Background: an optimization exercise with open tools, aiming at small area, a short achievable clock period and few clock cycles. Do not read the settings as production practice. The RTL was checked by simulation tests, not by an equivalence proof against the original design. Power is estimated from default activity; no workload was simulated.

## Core
module Core(
	input             clk,
	input             rst,                        
	input      [15:0] mem_to_core_data,           
	output     [15:0] core_to_mem_data,           
	output     [23:0] core_to_mem_address,        
	output            core_to_mem_write_enable);
==> flow/config.mk <==
export PLATFORM = sky130hd
export DESIGN_NAME = Core
export DESIGN_NICKNAME = Core
export VERILOG_FILES = /design/flow/design.v
export SDC_FILE = /design/flow/constraint.sdc
export NUM_CORES = 4
export LEC_CHECK = 0
export CAP_MARGIN = 20
export CORE_MARGIN = 2
export CORE_UTILIZATION = 60
export CTS_CLUSTER_DIAMETER = 150
export CTS_CLUSTER_SIZE = 20
export SETUP_SLACK_MARGIN = 4.6
export SLEW_MARGIN = 20
==> flow/constraint.sdc <==
create_clock -name core_clock -period 7.0 [get_ports {clk}]
set_input_delay 1.4000 -clock core_clock [delete_from_list [all_inputs] [get_ports {clk}]]
set_output_delay 1.4000 -clock core_clock [all_outputs]
set_load 0.01 [all_outputs]
standard.sh (not shown) runs the stock make flow with config.mk's settings and CLKGATE_MAP_FILE= SYNTH_SCRIPT=/design/flow/synth_recipe.tcl, a recipe that flattens the netlist after the stock synthesis.
==> flow/flow/run.sh <==
#!/bin/bash
# The standard layout (standard.sh: same synthesis script, registers and
# steps), with two changes to how cells are picked:
#  - ADDER_MAP_FILE is empty, so synthesis leaves adders to abc as plain logic
#    instead of fixed full/half adder cells;
#  - the input and output port buffers are buf_4 cells instead of the delay
#    buffers (clkdlybuf4s50_1) that buffer_ports picks by default.
# ORFS writes each step's full log under orfs/logs; make's output goes to
# standard.log.
set -euo pipefail
export ADDER_MAP_FILE=
export BUFFER_PORTS_ARGS="-buffer_cell sky130_fd_sc_hd__buf_4"
bash standard.sh > standard.log 2>&1
Testbench counts at the start, summed over its fixed seeds: cycles 53,178.
Next try:
--- a/flow/design.v
+++ b/flow/design.v
@@ -65,25 +65,25 @@
 	reg [15:0] ir;           
 	reg [15:1] oh_a, oh_b;   
 	reg        r_valid;      
 	reg        zero, negative;
 	reg [15:0] opa, opb;
 	reg [15:0] sdata;        
 	reg        e_cmp;        
-	reg        e_kadd, e_ksub, e_klog;    
+	reg        e_kadd, e_klog;            
+	reg        e_cin;                     
 	reg [3:0]  e_s0l, e_s0r, e_s1;        
 	reg [3:0]  e_tt;         
 	reg        e_we_hi, e_we_lo;
 	reg [3:0]  e_dest;
-	wire [15:0] sum_add;
-	wire [16:0] sum_sub;
-	add16 _add(.a(opa),  .b(opb), .cin(1'b0), .s(sum_add), .cout());
-	add16 _sub(.a(~opa), .b(opb), .cin(1'b1), .s(sum_sub[15:0]), .cout(sum_sub[16]));
-	wire eq = (opa == opb);
-	wire lt = sum_sub[16] & ~eq;    
+	wire [15:0] sum;
+	wire        cout;
+	add16 _add(.a(opa), .b(opb), .cin(e_cin), .s(sum), .cout(cout));
+	wire eq = &(opa ^ opb);
+	wire lt = cout & ~eq;    
 	reg  [15:0] logic_r;
 	integer k;
 	always @(*)
 		for (k = 0; k < 16; k = k + 1)
 			logic_r[k] = e_tt[{opa[k], opb[k]}];
 	reg [15:0] shl1, shr1, shl, shr;
 	integer m;
@@ -96,15 +96,15 @@
 		for (m = 0; m < 4; m = m + 1) begin
 			shl = shl | ((shl1 << (4 * m)) & {16{e_s1[m]}});
 			shr = shr | ((shr1 >> (4 * m)) & {16{e_s1[m]}});
 		end
 	end
 	wire [15:0] other  = ({16{e_klog}} & logic_r) |
 	                     shl | shr;
-	wire [15:0] result = ({16{e_kadd}} & sum_add) | ({16{e_ksub}} & sum_sub[15:0]) | other;
+	wire [15:0] result = ({16{e_kadd}} & sum) | other;
 	wire        e_hi  = e_we_hi;
 	wire        e_lo  = e_we_lo;
 	wire        w_hi  = a_ld ? ld_we : e_hi;
 	wire        w_lo  = a_ld ? ld_we : e_lo;
 	wire [3:0]  w_idx = a_ld ? ld_dest : e_dest;
 	wire [15:0] w_data = ({16{a_ld}} & md) | result;    
 	wire [3:0] op = ir[15:12];
@@ -139,19 +139,28 @@
 		endcase
 	end
 	wire [3:0] d_dest = d_desta ? ra : rb;
 	wire       d_dnz  = (d_dest != 4'd0);
 	wire ea = (e_dest == ra), eb = (e_dest == rb) & ~d_imm;
 	wire la = a_ld & ld_we & (ld_dest == ra), lb = a_ld & ld_we & (ld_dest == rb);
 	wire [15:0] ld_a = la ? md : rf_a;
-	wire [15:0] ld_b = d_imm ? d_immv : lb ? md : rf_b;
+	wire [15:0] ld_br = lb ? md : rf_b;
+	wire [15:0] ld_b = d_imm ? d_immv : ld_br;
 	wire [15:0] fwd_a = {(ea & e_hi) ? result[15:8] : ld_a[15:8],
 	                     (ea & e_lo) ? result[7:0]  : ld_a[7:0]};
-	wire [15:0] fwd_b = {(eb & e_hi) ? result[15:8] : ld_b[15:8],
-	                     (eb & e_lo) ? result[7:0]  : ld_b[7:0]};
+	wire        ebr = (e_dest == rb);
+	wire        xa_hi = d_sub ? (ebr & e_hi) : (ea & e_hi);
+	wire        xa_lo = d_sub ? (ebr & e_lo) : (ea & e_lo);
+	wire        xb_hi = d_sub ? (ea & e_hi) : (eb & e_hi);
+	wire        xb_lo = d_sub ? (ea & e_lo) : (eb & e_lo);
+	wire [15:0] sa = d_sub ? ld_br : ld_a;
+	wire [15:0] sb = d_sub ? ~ld_a : ld_b;
+	wire [15:0] rx = d_sub ? ~result : result;
+	wire [15:0] opa_n = {xa_hi ? result[15:8] : sa[15:8], xa_lo ? result[7:0] : sa[7:0]};
+	wire [15:0] opb_n = {xb_hi ? rx[15:8] : sb[15:8], xb_lo ? rx[7:0] : sb[7:0]};
 	wire a_fs    = ~a_data;
 	wire kill    = nf_kill | b_hit;
 	wire is_ins  = a_fs & ~kill & ~nf_lo;
 	wire is_lo   = a_fs & ~kill & nf_lo;
 	wire [3:0] mop = md[15:12];
 	wire needs_lo = (mop == LW) | (mop == SW) | (mop == JMP) |
 	                ((mop == BR) & (md[11:8] < 4'd6));
@@ -215,34 +224,34 @@
 			oh_a[q] <= (md[11:8] == q);
 			oh_b[q] <= (md[7:4] == q);
 		end
 		if (e_cmp) begin
 			zero     <= eq;
 			negative <= lt;
 		end
-		opa <= fwd_a;
+		opa <= opa_n;
 		if (r_valid & (op == SW))
 			sdata <= fwd_a;
-		opb <= fwd_b;
+		opb <= opb_n;
 		e_tt    <= d_tt;
 		for (q = 0; q < 4; q = q + 1)
 			e_s1[q] <= (imm[3:2] == q);
 		if (rst) begin
 			e_cmp   <= 0;
 			e_kadd  <= 0;
-			e_ksub  <= 0;
+			e_cin   <= 0;
 			e_klog  <= 0;
 			e_s0l   <= 0;
 			e_s0r   <= 0;
 			e_we_hi <= 0;
 			e_we_lo <= 0;
 		end else begin
 			e_cmp   <= r_valid & d_cmp;
-			e_kadd  <= r_valid & d_alu & (d_sel == 2'd0) & ~d_sub;
-			e_ksub  <= r_valid & d_alu & (d_sel == 2'd0) & d_sub & ~d_cmp;
+			e_kadd  <= r_valid & d_alu & (d_sel == 2'd0) & ~d_cmp;
+			e_cin   <= d_sub;
 			e_klog  <= r_valid & d_alu & (d_sel == 2'd1);
 			for (q = 0; q < 4; q = q + 1) begin
 				e_s0l[q] <= r_valid & (d_sel == 2'd2) & (imm[1:0] == q);
 				e_s0r[q] <= r_valid & (d_sel == 2'd3) & (imm[1:0] == q);
 			end
 			e_we_hi <= r_valid & d_hi & d_dnz;
 			e_we_lo <= r_valid & d_lo & d_dnz;
The changed run completed with no timing, DRC or antenna violations; wire length shrinks slightly; synthesized cell count fell slightly; die area fell slightly; core utilization shrinks by 0.22 points; final cell count fell slightly; clock power is about the same; critical path depth stays the same; clock-buffer cell count grows by 1; non-clock buffer count falls by 12.
Testbench counts after the change, summed over its fixed seeds: cycles 53,178.

[port drivers added, routing unchanged]
How much do the figures lean on ideal ports? The routed layouts below were timed once more, with nothing changed but the port constraints. Step 1 assumes that a clkbuf_16 drives the clock port and a buf_2 every other input. Step 2 times the ports against the registers' clock, not the clock port: input delays grow and output delays shrink by t, the midpoint of the rising clock arrivals with the driver on. Slacks: ideal / step 1 / step 2; pairs: ideal / step 1.
run	shift t [ns]	setup WS [ns]	hold slack, ns	slew at the worst register clock pin (ns)	worst slew at a driven data input, ns
the first run	0.613	4.285 / 4.285 / 4.091	0.496 / 0.496 / 0.496	0.10 / 0.10	0.03
the second run	0.634	4.249 / 4.249 / 4.152	0.486 / 0.486 / 0.486	0.10 / 0.10	0.04
After both steps setup and hold are still met in every run listed. The setup slack of the first run, which loses most, moves by 0.000 ns with the drivers and by -0.194 ns with both steps.
